Context: an optimization exercise on an open-source flow, tuned for small area. The choices shown serve that exercise and are no tape-out recipe. Where RTL was checked, it was by simulation tests only, not by an equivalence proof against the original.

==> run H <==
## LCD_driver
module LCD_driver(
    input system_clk, rst, run,
    input [31:0] score,
    output LCD_RW, LCD_EN, LCD_RS, LCD_RST,
    output [7:0] LCD_DATA
);
==> module LCD_driver, before the edit <==
module LCD_driver(
    input system_clk, rst, run,
    input [31:0] score,
    output LCD_RW, LCD_EN, LCD_RS, LCD_RST,
    output [7:0] LCD_DATA
);
    localparam S0 = 3'd2, S1 = 3'd4, S1J = 3'd0, S2A = 3'd6, S2B = 3'd3, S3 = 3'd7, S4 = 3'd5;
    reg [2:0] st;
    reg [5:0] cnt;
    reg [3:0] dreg;   
    wire [3:0] dig;
    wire [3:0] k = ~cnt[3:0];   
    LCD_conv conv(.x(score), .k(k), .d(dig));
    wire fresh = (~cnt[0] & ~cnt[1] & ~cnt[2] & ~cnt[3] & ~cnt[4] & ~cnt[5]);
    assign LCD_RS  = ~fresh;
    assign LCD_RW  = fresh;
    assign LCD_EN  = fresh | (st == S2A) | (st == S2B) | (st == S3);
    assign LCD_RST = (fresh & (st == S0)) | (st == S1J);
    wire welcome = (~cnt[5]);
    wire page_end = (~cnt[0] & ~cnt[1] & ~cnt[2] & ~cnt[3] & cnt[5]);
    wire go4 = (run & welcome) | page_end;
    always @(posedge system_clk) begin
        if (st == S1) dreg <= dig;
        if (rst) begin
            st <= S0;
            cnt <= 6'd0;
        end else begin
            case (st)
                S0:  st <= go4 ? S4 : S1;
                S1:  begin st <= S2A; cnt <= cnt + 6'd1; end
                S1J: begin st <= S2A; cnt <= 6'd33; end
                S2A: st <= S2B;
                S2B: st <= S3;
                S3:  st <= S0;
                S4:  st <= run ? S1J : S4;
                default: st <= 3'bxxx;
            endcase
        end
    end
    wire show_digit = (cnt[3] & cnt[5]) | (cnt[4] & cnt[5]) | (cnt[0] & cnt[1] & cnt[2] & cnt[5]);
    wire [6:0] tbl;
    assign tbl[0] = (cnt[3] & ~cnt[4]) | (~cnt[2] & cnt[5]) | (cnt[1] & cnt[3]) | (~cnt[0] & ~cnt[1] & cnt[4]) | (cnt[0] & ~cnt[1] & cnt[2]) | (~cnt[0] & cnt[1] & cnt[2] & ~cnt[5]) | (cnt[0] & cnt[2] & ~cnt[4]) | (~cnt[0] & cnt[1] & ~cnt[2] & ~cnt[4]) | (cnt[0] & cnt[1] & ~cnt[2] & cnt[4]);
    assign tbl[1] = (cnt[3] & ~cnt[4]) | (cnt[2] & cnt[4]) | (~cnt[0] & cnt[5]) | (cnt[0] & cnt[3]) | (~cnt[2] & cnt[5]) | (cnt[0] & cnt[2] & ~cnt[5]) | (~cnt[0] & ~cnt[3] & cnt[4]);
    assign tbl[2] = (cnt[3] & ~cnt[4]) | (cnt[0] & cnt[3]) | (cnt[0] & cnt[2] & ~cnt[4]) | (cnt[0] & cnt[1] & ~cnt[2]) | (~cnt[1] & cnt[3]) | (~cnt[0] & cnt[1] & cnt[2] & cnt[4]) | (~cnt[1] & cnt[2] & ~cnt[4] & ~cnt[5]) | (~cnt[0] & ~cnt[1] & ~cnt[2] & cnt[5]) | (cnt[1] & ~cnt[2] & ~cnt[4] & ~cnt[5]) | (~cnt[0] & ~cnt[1] & ~cnt[2] & cnt[4]);
    assign tbl[3] = (cnt[3] & ~cnt[4]) | (cnt[0] & cnt[3]) | (cnt[0] & ~cnt[4] & ~cnt[5]) | (cnt[2] & cnt[3]) | (cnt[1] & cnt[2] & cnt[5]) | (cnt[0] & cnt[1] & cnt[5]) | (~cnt[1] & cnt[2] & ~cnt[4] & ~cnt[5]) | (~cnt[0] & ~cnt[1] & ~cnt[2] & cnt[5]) | (~cnt[0] & cnt[1] & cnt[2] & cnt[4]) | (~cnt[0] & ~cnt[1] & ~cnt[2] & ~cnt[3] & cnt[4]);
    assign tbl[4] = (cnt[3] & ~cnt[4]) | (cnt[2] & cnt[4]) | (~cnt[1] & ~cnt[3] & cnt[4]) | (~cnt[0] & ~cnt[1] & cnt[5]) | (cnt[0] & cnt[1] & cnt[2]) | (~cnt[0] & ~cnt[1] & cnt[4]) | (cnt[1] & cnt[2] & cnt[5]) | (~cnt[0] & ~cnt[3] & cnt[4]) | (~cnt[1] & ~cnt[2] & cnt[5]) | (cnt[0] & cnt[1] & cnt[3]);
    assign tbl[5] = (cnt[0] & ~cnt[1] & ~cnt[2] & ~cnt[3]);
    assign tbl[6] = (~cnt[1] & cnt[2]) | (cnt[0] & cnt[1]) | (cnt[3] & ~cnt[4]) | (cnt[1] & ~cnt[2] & ~cnt[3]) | (~cnt[1] & cnt[3]) | (cnt[2] & cnt[4]) | (~cnt[0] & ~cnt[2] & cnt[5]) | (~cnt[0] & ~cnt[1] & cnt[4]);
    assign LCD_DATA = show_digit ? {4'h3, dreg} : {1'b0, tbl};
endmodule
==> module LCD_m5, before the edit <==
module LCD_m5(input [2:0] s, input y, output q, output [2:0] o);
  assign q = (s[2]) | (y & s[1]);
  assign o[0] = (~s[1] & s[2]) | (y & ~s[0] & ~s[1]) | (~y & s[0] & ~s[1]);
  assign o[1] = (~y & s[0]) | (y & s[2]);
  assign o[2] = (~y & s[1]) | (s[1] & s[2]) | (y & s[0] & ~s[1]);
endmodule
==> module LCD_e5, before the edit <==
module LCD_e5(input [1:0] b, output [2:0] s);
  assign s[0] = (~b[0] & b[1]) | (b[0] & ~b[1]);
  assign s[1] = (~b[0] & b[1]);
  assign s[2] = (b[0] & b[1]);
endmodule
==> module LCD_d5, before the edit <==
module LCD_d5(input [2:0] c, output [2:0] r);
  assign r[0] = (~c[1] & c[2]) | (c[0] & ~c[1]);
  assign r[1] = (~c[1] & c[2]) | (c[0] & c[1]);
  assign r[2] = (c[1] & c[2]);
endmodule
Settings: LEC_CHECK=0, ABC_AREA=1, CAP_MARGIN=20, CORE_MARGIN=2, CORE_UTILIZATION=60, CTS_BUF_LIST=sky130_fd_sc_hd__clkbuf_4, PLACE_DENSITY=0.7, SLEW_MARGIN=20; clock period 30.0 ns.
standard.sh (not shown) runs the stock make flow with config.mk's settings and CLKGATE_MAP_FILE= SYNTH_SCRIPT=/design/flow/synth_recipe.tcl, a recipe that flattens the netlist after the stock synthesis.
==> flow/flow/run.sh <==
#!/bin/bash
set -euo pipefail
W=$(pwd)
cat > "$W/area_synth.tcl" <<EOT
proc abc {args} {
  set i [lsearch -exact \$args -script]
  if {\$i >= 0} { lset args [expr {\$i + 1}] {$W/flow/area.abc} }
  yosys abc {*}\$args
}
source {$W/synth_recipe.tcl}
EOT
bash standard.sh SYNTH_SCRIPT="$W/area_synth.tcl" "BUFFER_PORTS_ARGS=-buffer_cell sky130_fd_sc_hd__buf_1" finish > "$W/standard_flow.log" 2>&1
==> flow/flow/area.abc <==
strash
balance -l
resub -K 6 -l
rewrite -l
resub -K 6 -N 2 -l
refactor -l
resub -K 8 -l
balance -l
resub -K 8 -N 2 -l
rewrite -l
resub -K 10 -l
rewrite -z -l
resub -K 10 -N 2 -l
balance -l
resub -K 12 -l
refactor -z -l
resub -K 12 -N 2 -l
rewrite -z -l
balance -l
balance -l
resub -K 6 -l
rewrite -l
resub -K 6 -N 2 -l
refactor -l
resub -K 8 -l
balance -l
resub -K 8 -N 2 -l
rewrite -l
resub -K 10 -l
rewrite -z -l
resub -K 10 -N 2 -l
balance -l
resub -K 12 -l
refactor -z -l
resub -K 12 -N 2 -l
rewrite -z -l
balance -l
dch -f
amap
topo
==> inputs of run R, as changes to run H <==
--- a/flow/design.v
+++ b/flow/design.v
@@ -3,25 +3,24 @@
     input [31:0] score,
-    output LCD_RW, LCD_EN, LCD_RS, LCD_RST,
-    output [7:0] LCD_DATA
+    output LCD_RW,
+    output reg LCD_EN, LCD_RS, LCD_RST,
+    output reg [7:0] LCD_DATA
 );
-    localparam S0 = 3'd2, S1 = 3'd4, S1J = 3'd0, S2A = 3'd6, S2B = 3'd3, S3 = 3'd7, S4 = 3'd5;
+    localparam S0 = 3'd0, S1 = 3'd1, S1J = 3'd5, S2A = 3'd2, S2B = 3'd3, S3 = 3'd4, S4 = 3'd6;
     reg [2:0] st;
-    reg [5:0] cnt;
+    reg [5:0] idx;    
     reg [3:0] dreg;   
     wire [3:0] dig;
-    wire [3:0] k = ~cnt[3:0];   
-    LCD_conv conv(.x(score), .k(k), .d(dig));
-    wire fresh = (~cnt[0] & ~cnt[1] & ~cnt[2] & ~cnt[3] & ~cnt[4] & ~cnt[5]);
-    assign LCD_RS  = ~fresh;
-    assign LCD_RW  = fresh;
-    assign LCD_EN  = fresh | (st == S2A) | (st == S2B) | (st == S3);
-    assign LCD_RST = (fresh & (st == S0)) | (st == S1J);
-    wire welcome = (~cnt[5]);
-    wire page_end = (~cnt[0] & ~cnt[1] & ~cnt[2] & ~cnt[3] & cnt[5]);
-    wire go4 = (run & welcome) | page_end;
+    LCD_conv conv(.x(score), .k(~idx[3:0]), .d(dig));
+    wire ld  = (st == S1);
+    wire ldj = (st == S1J);
+    wire go4 = (run & ~idx[5]) | (idx[5] & (idx[4] | (idx[3:0] == 4'd0)));
+    assign LCD_RW = ~LCD_RS;
     always @(posedge system_clk) begin
-        if (st == S1) dreg <= dig;
+        LCD_RST <= rst | ((st == S4) & run);
+        LCD_EN  <= rst | ld | ldj | (LCD_EN & ~(st == S3));
+        LCD_RS  <= ~rst & (LCD_RS | ld | ldj);
+        if (ld) dreg <= dig;
         if (rst) begin
             st <= S0;
-            cnt <= 6'd0;
+            idx <= 6'd0;
         end else begin
@@ -29,4 +28,4 @@
                 S0:  st <= go4 ? S4 : S1;
-                S1:  begin st <= S2A; cnt <= cnt + 6'd1; end
-                S1J: begin st <= S2A; cnt <= 6'd33; end
+                S1:  begin st <= S2A; idx <= idx + 6'd1; end
+                S1J: begin st <= S2A; idx <= 6'd33; end
                 S2A: st <= S2B;
@@ -39,12 +38,34 @@
     end
-    wire show_digit = (cnt[3] & cnt[5]) | (cnt[4] & cnt[5]) | (cnt[0] & cnt[1] & cnt[2] & cnt[5]);
-    wire [6:0] tbl;
-    assign tbl[0] = (cnt[3] & ~cnt[4]) | (~cnt[2] & cnt[5]) | (cnt[1] & cnt[3]) | (~cnt[0] & ~cnt[1] & cnt[4]) | (cnt[0] & ~cnt[1] & cnt[2]) | (~cnt[0] & cnt[1] & cnt[2] & ~cnt[5]) | (cnt[0] & cnt[2] & ~cnt[4]) | (~cnt[0] & cnt[1] & ~cnt[2] & ~cnt[4]) | (cnt[0] & cnt[1] & ~cnt[2] & cnt[4]);
-    assign tbl[1] = (cnt[3] & ~cnt[4]) | (cnt[2] & cnt[4]) | (~cnt[0] & cnt[5]) | (cnt[0] & cnt[3]) | (~cnt[2] & cnt[5]) | (cnt[0] & cnt[2] & ~cnt[5]) | (~cnt[0] & ~cnt[3] & cnt[4]);
-    assign tbl[2] = (cnt[3] & ~cnt[4]) | (cnt[0] & cnt[3]) | (cnt[0] & cnt[2] & ~cnt[4]) | (cnt[0] & cnt[1] & ~cnt[2]) | (~cnt[1] & cnt[3]) | (~cnt[0] & cnt[1] & cnt[2] & cnt[4]) | (~cnt[1] & cnt[2] & ~cnt[4] & ~cnt[5]) | (~cnt[0] & ~cnt[1] & ~cnt[2] & cnt[5]) | (cnt[1] & ~cnt[2] & ~cnt[4] & ~cnt[5]) | (~cnt[0] & ~cnt[1] & ~cnt[2] & cnt[4]);
-    assign tbl[3] = (cnt[3] & ~cnt[4]) | (cnt[0] & cnt[3]) | (cnt[0] & ~cnt[4] & ~cnt[5]) | (cnt[2] & cnt[3]) | (cnt[1] & cnt[2] & cnt[5]) | (cnt[0] & cnt[1] & cnt[5]) | (~cnt[1] & cnt[2] & ~cnt[4] & ~cnt[5]) | (~cnt[0] & ~cnt[1] & ~cnt[2] & cnt[5]) | (~cnt[0] & cnt[1] & cnt[2] & cnt[4]) | (~cnt[0] & ~cnt[1] & ~cnt[2] & ~cnt[3] & cnt[4]);
-    assign tbl[4] = (cnt[3] & ~cnt[4]) | (cnt[2] & cnt[4]) | (~cnt[1] & ~cnt[3] & cnt[4]) | (~cnt[0] & ~cnt[1] & cnt[5]) | (cnt[0] & cnt[1] & cnt[2]) | (~cnt[0] & ~cnt[1] & cnt[4]) | (cnt[1] & cnt[2] & cnt[5]) | (~cnt[0] & ~cnt[3] & cnt[4]) | (~cnt[1] & ~cnt[2] & cnt[5]) | (cnt[0] & cnt[1] & cnt[3]);
-    assign tbl[5] = (cnt[0] & ~cnt[1] & ~cnt[2] & ~cnt[3]);
-    assign tbl[6] = (~cnt[1] & cnt[2]) | (cnt[0] & cnt[1]) | (cnt[3] & ~cnt[4]) | (cnt[1] & ~cnt[2] & ~cnt[3]) | (~cnt[1] & cnt[3]) | (cnt[2] & cnt[4]) | (~cnt[0] & ~cnt[2] & cnt[5]) | (~cnt[0] & ~cnt[1] & cnt[4]);
-    assign LCD_DATA = show_digit ? {4'h3, dreg} : {1'b0, tbl};
+    always @* begin
+        case (idx)
+            6'd0:  LCD_DATA = 8'h00;
+            6'd1:  LCD_DATA = 8'h28;  
+            6'd2:  LCD_DATA = 8'h45;  
+            6'd3:  LCD_DATA = 8'h4C;  
+            6'd4:  LCD_DATA = 8'h4C;  
+            6'd5:  LCD_DATA = 8'h4F;  
+            6'd6:  LCD_DATA = 8'h01;  
+            6'd7, 6'd8, 6'd9, 6'd10, 6'd11, 6'd12, 6'd13, 6'd14, 6'd15, 6'd16:
+                   LCD_DATA = 8'h5F;  
+            6'd17: LCD_DATA = 8'h30;  
+            6'd18: LCD_DATA = 8'h52;  
+            6'd19: LCD_DATA = 8'h45;  
+            6'd20: LCD_DATA = 8'h53;  
+            6'd21: LCD_DATA = 8'h53;  
+            6'd22: LCD_DATA = 8'h5F;  
+            6'd23: LCD_DATA = 8'h52;  
+            6'd24: LCD_DATA = 8'h55;  
+            6'd25: LCD_DATA = 8'h4E;  
+            6'd26: LCD_DATA = 8'h01;  
+            6'd27, 6'd28, 6'd29, 6'd30, 6'd31, 6'd32:
+                   LCD_DATA = 8'h5F;  
+            6'd33: LCD_DATA = 8'h33;  
+            6'd34: LCD_DATA = 8'h43;  
+            6'd35: LCD_DATA = 8'h4F;  
+            6'd36: LCD_DATA = 8'h52;  
+            6'd37: LCD_DATA = 8'h45;  
+            6'd38: LCD_DATA = 8'h1A;  
+            default: LCD_DATA = {4'h3, dreg};
+        endcase
+    end
 endmodule
@@ -546,8 +567,8 @@
   assign q = (s[2]) | (y & s[1]);
-  assign o[0] = (~s[1] & s[2]) | (y & ~s[0] & ~s[1]) | (~y & s[0] & ~s[1]);
-  assign o[1] = (~y & s[0]) | (y & s[2]);
-  assign o[2] = (~y & s[1]) | (s[1] & s[2]) | (y & s[0] & ~s[1]);
+  assign o[0] = (~y & s[2]) | (y & ~s[1] & ~s[2]);
+  assign o[1] = (~y & s[0] & ~s[2]) | (y & s[0] & s[2]);
+  assign o[2] = (~s[0] & s[2]) | (~y & s[1]) | (y & s[0] & ~s[2]);
 endmodule
 module LCD_e5(input [1:0] b, output [2:0] s);
-  assign s[0] = (~b[0] & b[1]) | (b[0] & ~b[1]);
+  assign s[0] = (b[0]);
   assign s[1] = (~b[0] & b[1]);
@@ -556,5 +577,5 @@
 module LCD_d5(input [2:0] c, output [2:0] r);
-  assign r[0] = (~c[1] & c[2]) | (c[0] & ~c[1]);
-  assign r[1] = (~c[1] & c[2]) | (c[0] & c[1]);
-  assign r[2] = (c[1] & c[2]);
+  assign r[0] = (c[0]);
+  assign r[1] = (c[1]) | (c[0] & c[2]);
+  assign r[2] = (~c[0] & c[2]);
 endmodule
==> summary.txt <==
Worst-case hold path end point: run H st[2]; run R LCD_RS
Hpwl dp: run H 13000 um; run R 12700 um
Total of fill cells in the finished design: run H 1198; run R 1105
GPL Wtd Cong: run H 0.948; run R 0.962
Worst setup slack after layout: run H 10.93 ns; run R 2.29 ns
Clock-cell share: run H 0.00413; run R 0.00378
Register area: run H 300 um^2; run R 360 um^2
Start point of the worst hold path: run H st[2]; run R LCD_RS
Placed Cells: run H 1518; run R 1409
Status: run H timing/DRC/antenna clean; run R timing/DRC/antenna clean
Sequential fraction of the synthesis area: run H 0.0436; run R 0.0572
For run H, only the layout was checked, not whether the RTL still works.

==> re-timing with driven ports <==
Ports are ideal in the flow. The routed layouts listed here were re-timed in OpenROAD.
Step 1, drivers: a clkbuf_16 drives system_clk and a buf_2 each remaining input, both assumed.
Step 2, shift: input delay + t, output delay - t, t = (earliest + latest rising clock arrival at the registers) / 2. This alone moves slack from input paths to output paths.
Three values: ideal ports, drivers, drivers and shift; two values: the first two.
| run | shift t [ns] | setup slack, ns | worst setup path at the end | latest minus earliest clock arrival (ns) | cell pins on the clock port's net |
|---|---|---|---|---|---|
| run H | 0.304 | 10.928 / 10.927 / 10.622 | input to register | 0.005 / 0.005 | 1 |
| run R | 0.319 | 2.294 / 2.293 / 1.974 | input to register | 0.001 / 0.001 | 1 |
After both steps setup and hold are still met in every run listed. For run R, which loses most, drivers alone change the setup slack by -0.001 ns; drivers and shift together by -0.320 ns.
